This is an optimization exercise on Yosys and OpenROAD, whose aim is small area, a short achievable clock period and few clock cycles, not a production implementation. RTL that was checked went through simulation tests only; none was proved equivalent to the original.

Setup of the previous run:
// CORDIC
module CORDIC #(parameter integer W = 32)
(
    input wire clk,
    input wire start,
    input wire signed [31:0] x,
    input wire signed [31:0] y,
    output wire signed [W-1:0]phi,
    output wire done
);
==> module CORDIC, before the edit <==
module CORDIC #(parameter integer W = 32)
(
    input wire clk,
    input wire start,
    input wire signed [31:0] x,
    input wire signed [31:0] y,
    output wire signed [W-1:0]phi,
    output wire done
);
reg [31:0] xr;
reg [31:0] yr;
reg [31:0] z;
reg [4:0] cnt;
reg dn;
reg [0:0] b27;   
reg [2:0] ff;
reg [1:0] c0;
wire d = yr[31];
wire [31:0] xs, ys, xn, yn, zn;
cordic_shr u_shx (.a(yr), .s({cnt[4:1], c0[0]}), .o(xs));
cordic_shr u_shy (.a(xr), .s({cnt[4:1], ~c0[1]}), .o(ys));
cordic_addsub u_addx (.a(xr), .b(xs), .inv(d), .ld(start), .din(x), .o(xn));
cordic_addsub u_addy (.a(yr), .b(ys), .inv(~d), .ld(start), .din(y), .o(yn));
wire [31:0] za;
cordic_ztab u_tab (.i(cnt), .d(d), .dn(dn), .o(za));
cordic_add u_addz (.a(z), .b(za), .o(zn));
wire b26 = ~d;
wire [2:0] fnext;
assign fnext[0] = z[4] & (b26 ? (~z[5] & (&z[10:6])) : (&z[10:5]));
assign fnext[1] = z[4] & (b26 ? (~z[5] & (&z[17:6])) : (&z[17:5]));
assign fnext[2] = z[4] & (b26 ? (~z[5] & (&z[24:6])) : (&z[24:5]));
cordic_fin u_fin (.a(z), .b(b27), .f(ff), .o(phi));
assign done = dn;
always @(posedge clk) begin
    xr <= xn;
    yr <= yn;
    if (start)
        z <= 32'h906dfdfb;
    else
        z <= zn;
    if (start) begin
        cnt <= 5'd0;
        dn  <= 1'b0;
        c0[0] <= 1'b0;
        c0[1] <= 1'b1;
    end else if (!dn) begin
        cnt <= cnt + 5'd1;
        dn  <= (cnt == 5'd26);
        b27 <= {~yn[31]};
        c0[0] <= ~c0[0];
        c0[1] <= ~c0[1];
        if (cnt == 5'd26) ff <= fnext;
    end
end
endmodule
==> module cordic_addsub, before the edit <==
module cordic_addsub (input wire [31:0] a, input wire [31:0] b, input wire inv, input wire ld, input wire [31:0] din, output wire [31:0] o);
wire [31:0] ax;
cordic_xor u_x (.a(a), .s(inv), .o(ax));
wire [31:0] p, g;
cordic_pgx u_pg (.a(a), .ax(ax), .b(b), .cin(inv), .p(p), .g(g));
cordic_pfxl u_pfx (.p(p), .g(g), .cin(inv), .ld(ld), .din(din), .o(o));
endmodule
Settings: LEC_CHECK=0, ABC_AREA=1, CAP_MARGIN=20, CORE_MARGIN=2, CORE_UTILIZATION=40, SETUP_SLACK_MARGIN=4, SLEW_MARGIN=20, SYNTH_HIERARCHICAL=1, SYNTH_MINIMUM_KEEP_SIZE=0; clock period 7.5 ns.
run.sh (not shown) runs the stock make flow with config.mk's settings and CLKGATE_MAP_FILE= SYNTH_SCRIPT=/design/flow/synth_recipe.tcl, a recipe that flattens the netlist after the stock synthesis.
Modified inputs, the current run compared to the previous run
diff --git a/flow/design.v b/flow/design.v
--- a/flow/design.v
+++ b/flow/design.v
@@ -15,14 +15,12 @@
 reg [0:0] b27;   
 reg [2:0] ff;
 reg [1:0] c0;
 wire d = yr[31];
 wire [31:0] xs, ys, xn, yn, zn;
-cordic_shr u_shx (.a(yr), .s({cnt[4:1], c0[0]}), .o(xs));
-cordic_shr u_shy (.a(xr), .s({cnt[4:1], ~c0[1]}), .o(ys));
-cordic_addsub u_addx (.a(xr), .b(xs), .inv(d), .ld(start), .din(x), .o(xn));
-cordic_addsub u_addy (.a(yr), .b(ys), .inv(~d), .ld(start), .din(y), .o(yn));
+cordic_addsub u_addx (.a(xr), .src(yr), .s({cnt[4:1], c0[0]}), .inv(d), .ld(start), .din(x), .o(xn));
+cordic_addsub u_addy (.a(yr), .src(xr), .s({cnt[4:1], ~c0[1]}), .inv(~d), .ld(start), .din(y), .o(yn));
 wire [31:0] za;
 cordic_ztab u_tab (.i(cnt), .d(d), .dn(dn), .o(za));
 cordic_add u_addz (.a(z), .b(za), .o(zn));
 wire b26 = ~d;
 wire [2:0] fnext;
@@ -59,15 +57,15 @@
 wire [31:0] l2 = s[2] ? {{4{l1[31]}}, l1[31:4]} : l1;
 wire [31:0] l3 = s[3] ? {{8{l2[31]}}, l2[31:8]} : l2;
 wire [31:0] l4 = s[4] ? {{16{l3[31]}}, l3[31:16]} : l3;
 assign o = l4;
 endmodule
-module cordic_addsub (input wire [31:0] a, input wire [31:0] b, input wire inv, input wire ld, input wire [31:0] din, output wire [31:0] o);
+module cordic_addsub (input wire [31:0] a, input wire [31:0] src, input wire [4:0] s, input wire inv, input wire ld, input wire [31:0] din, output wire [31:0] o);
 wire [31:0] ax;
 cordic_xor u_x (.a(a), .s(inv), .o(ax));
 wire [31:0] p, g;
-cordic_pgx u_pg (.a(a), .ax(ax), .b(b), .cin(inv), .p(p), .g(g));
+cordic_shpg u_pg (.a(a), .ax(ax), .src(src), .s(s), .cin(inv), .p(p), .g(g));
 cordic_pfxl u_pfx (.p(p), .g(g), .cin(inv), .ld(ld), .din(din), .o(o));
 endmodule
 module cordic_pfxl (input wire [31:0] p, input wire [31:0] g, input wire cin, input wire ld, input wire [31:0] din, output wire [31:0] o);
 wire [31:0] s;
 wire G0_1 = g[1] | (p[1] & g[0]);
@@ -200,10 +198,20 @@
 wire G4_30 = G3_30 | (P3_30 & G3_15);
 wire G4_31 = G3_31 | (P3_31 & G3_15);
 assign s = p ^ {G4_30, G4_29, G4_28, G4_27, G4_26, G4_25, G4_24, G4_23, G4_22, G4_21, G4_20, G4_19, G4_18, G4_17, G4_16, G3_15, G3_14, G3_13, G3_12, G3_11, G3_10, G3_9, G3_8, G2_7, G2_6, G2_5, G2_4, G1_3, G1_2, G0_1, g[0], cin};
 assign o = ld ? din : s;
 endmodule
+module cordic_shpg (input wire [31:0] a, input wire [31:0] ax, input wire [31:0] src, input wire [4:0] s, input wire cin, output wire [31:0] p, output wire [31:0] g);
+wire [31:0] l0 = s[0] ? {{1{src[31]}}, src[31:1]} : src;
+wire [31:0] l1 = s[1] ? {{2{l0[31]}}, l0[31:2]} : l0;
+wire [31:0] l2 = s[2] ? {{4{l1[31]}}, l1[31:4]} : l1;
+wire [31:0] l3 = s[3] ? {{8{l2[31]}}, l2[31:8]} : l2;
+wire [31:0] l4 = s[4] ? {{16{l3[31]}}, l3[31:16]} : l3;
+assign p = ax ^ l4;
+wire [31:0] g1 = a & ~p;
+assign g = {g1[31:1], g1[0] | (p[0] & cin)};
+endmodule
 module cordic_xor (input wire [31:0] a, input wire s, output wire [31:0] o);
 assign o = a ^ {32{s}};
 endmodule
 module cordic_pgx (input wire [31:0] a, input wire [31:0] ax, input wire [31:0] b, input wire cin, output wire [31:0] p, output wire [31:0] g);
 assign p = ax ^ b;
Results
The current run — transition time at the pin with the least slew margin 0.024 ns higher, the previous run as reference
Looking at full die area across the current run and the previous run, the one that comes out higher is the previous run.
[the current run] final clock period utilization by the worst path rose 0.21 points relative to the previous run
Looking only at number of multi-input logic gates, and setting everything else aside, the higher value of the current run and the previous run goes to the current run.
Sort the current run and the previous run by wire length of the first global-routing pass, ascending, and the current run comes first.
The current run has less setup slack than the previous run.
As of the current run, y dimension of the die had fallen slightly compared to the previous run.
The current run: non-clock buffer count 18 below the previous run
Testbench counts of the current run, summed over its fixed seeds: cycles 22,400.
Function not checked in the previous run: the RTL went through the layout flow alone.

[static timing again, ports no longer ideal]
The results above use ideal ports. As a check the final layouts listed here were re-extracted and re-timed, cells and wires unchanged.
Step 1 (the two cells are an assumption about what drives the block):
set clk [get_ports {clk}]
set_driving_cell -lib_cell sky130_fd_sc_hd__clkbuf_16 $clk
set_driving_cell -lib_cell sky130_fd_sc_hd__buf_2 [delete_from_list [all_inputs] $clk]
Step 2 adds t to the input delays and takes it off the output delays; t is the mean of the earliest and latest rising clock arrival at the registers after step 1. Input paths then give back, and output paths get back, about the clock's delay inside the block.
Slacks: ideal / step 1 / step 2; pairs: ideal / step 1.
run	t (ns)	slack for setup (ns)	clock arrival spread, ns
the previous run	0.455	4.094 / 4.037 / 4.138	0.016 / 0.015
the current run	0.443	4.078 / 4.027 / 3.904	0.016 / 0.017
After both steps setup and hold are still met in every run listed. The setup slack of the current run, which loses most, moves by -0.051 ns with the drivers and by -0.174 ns with both steps.
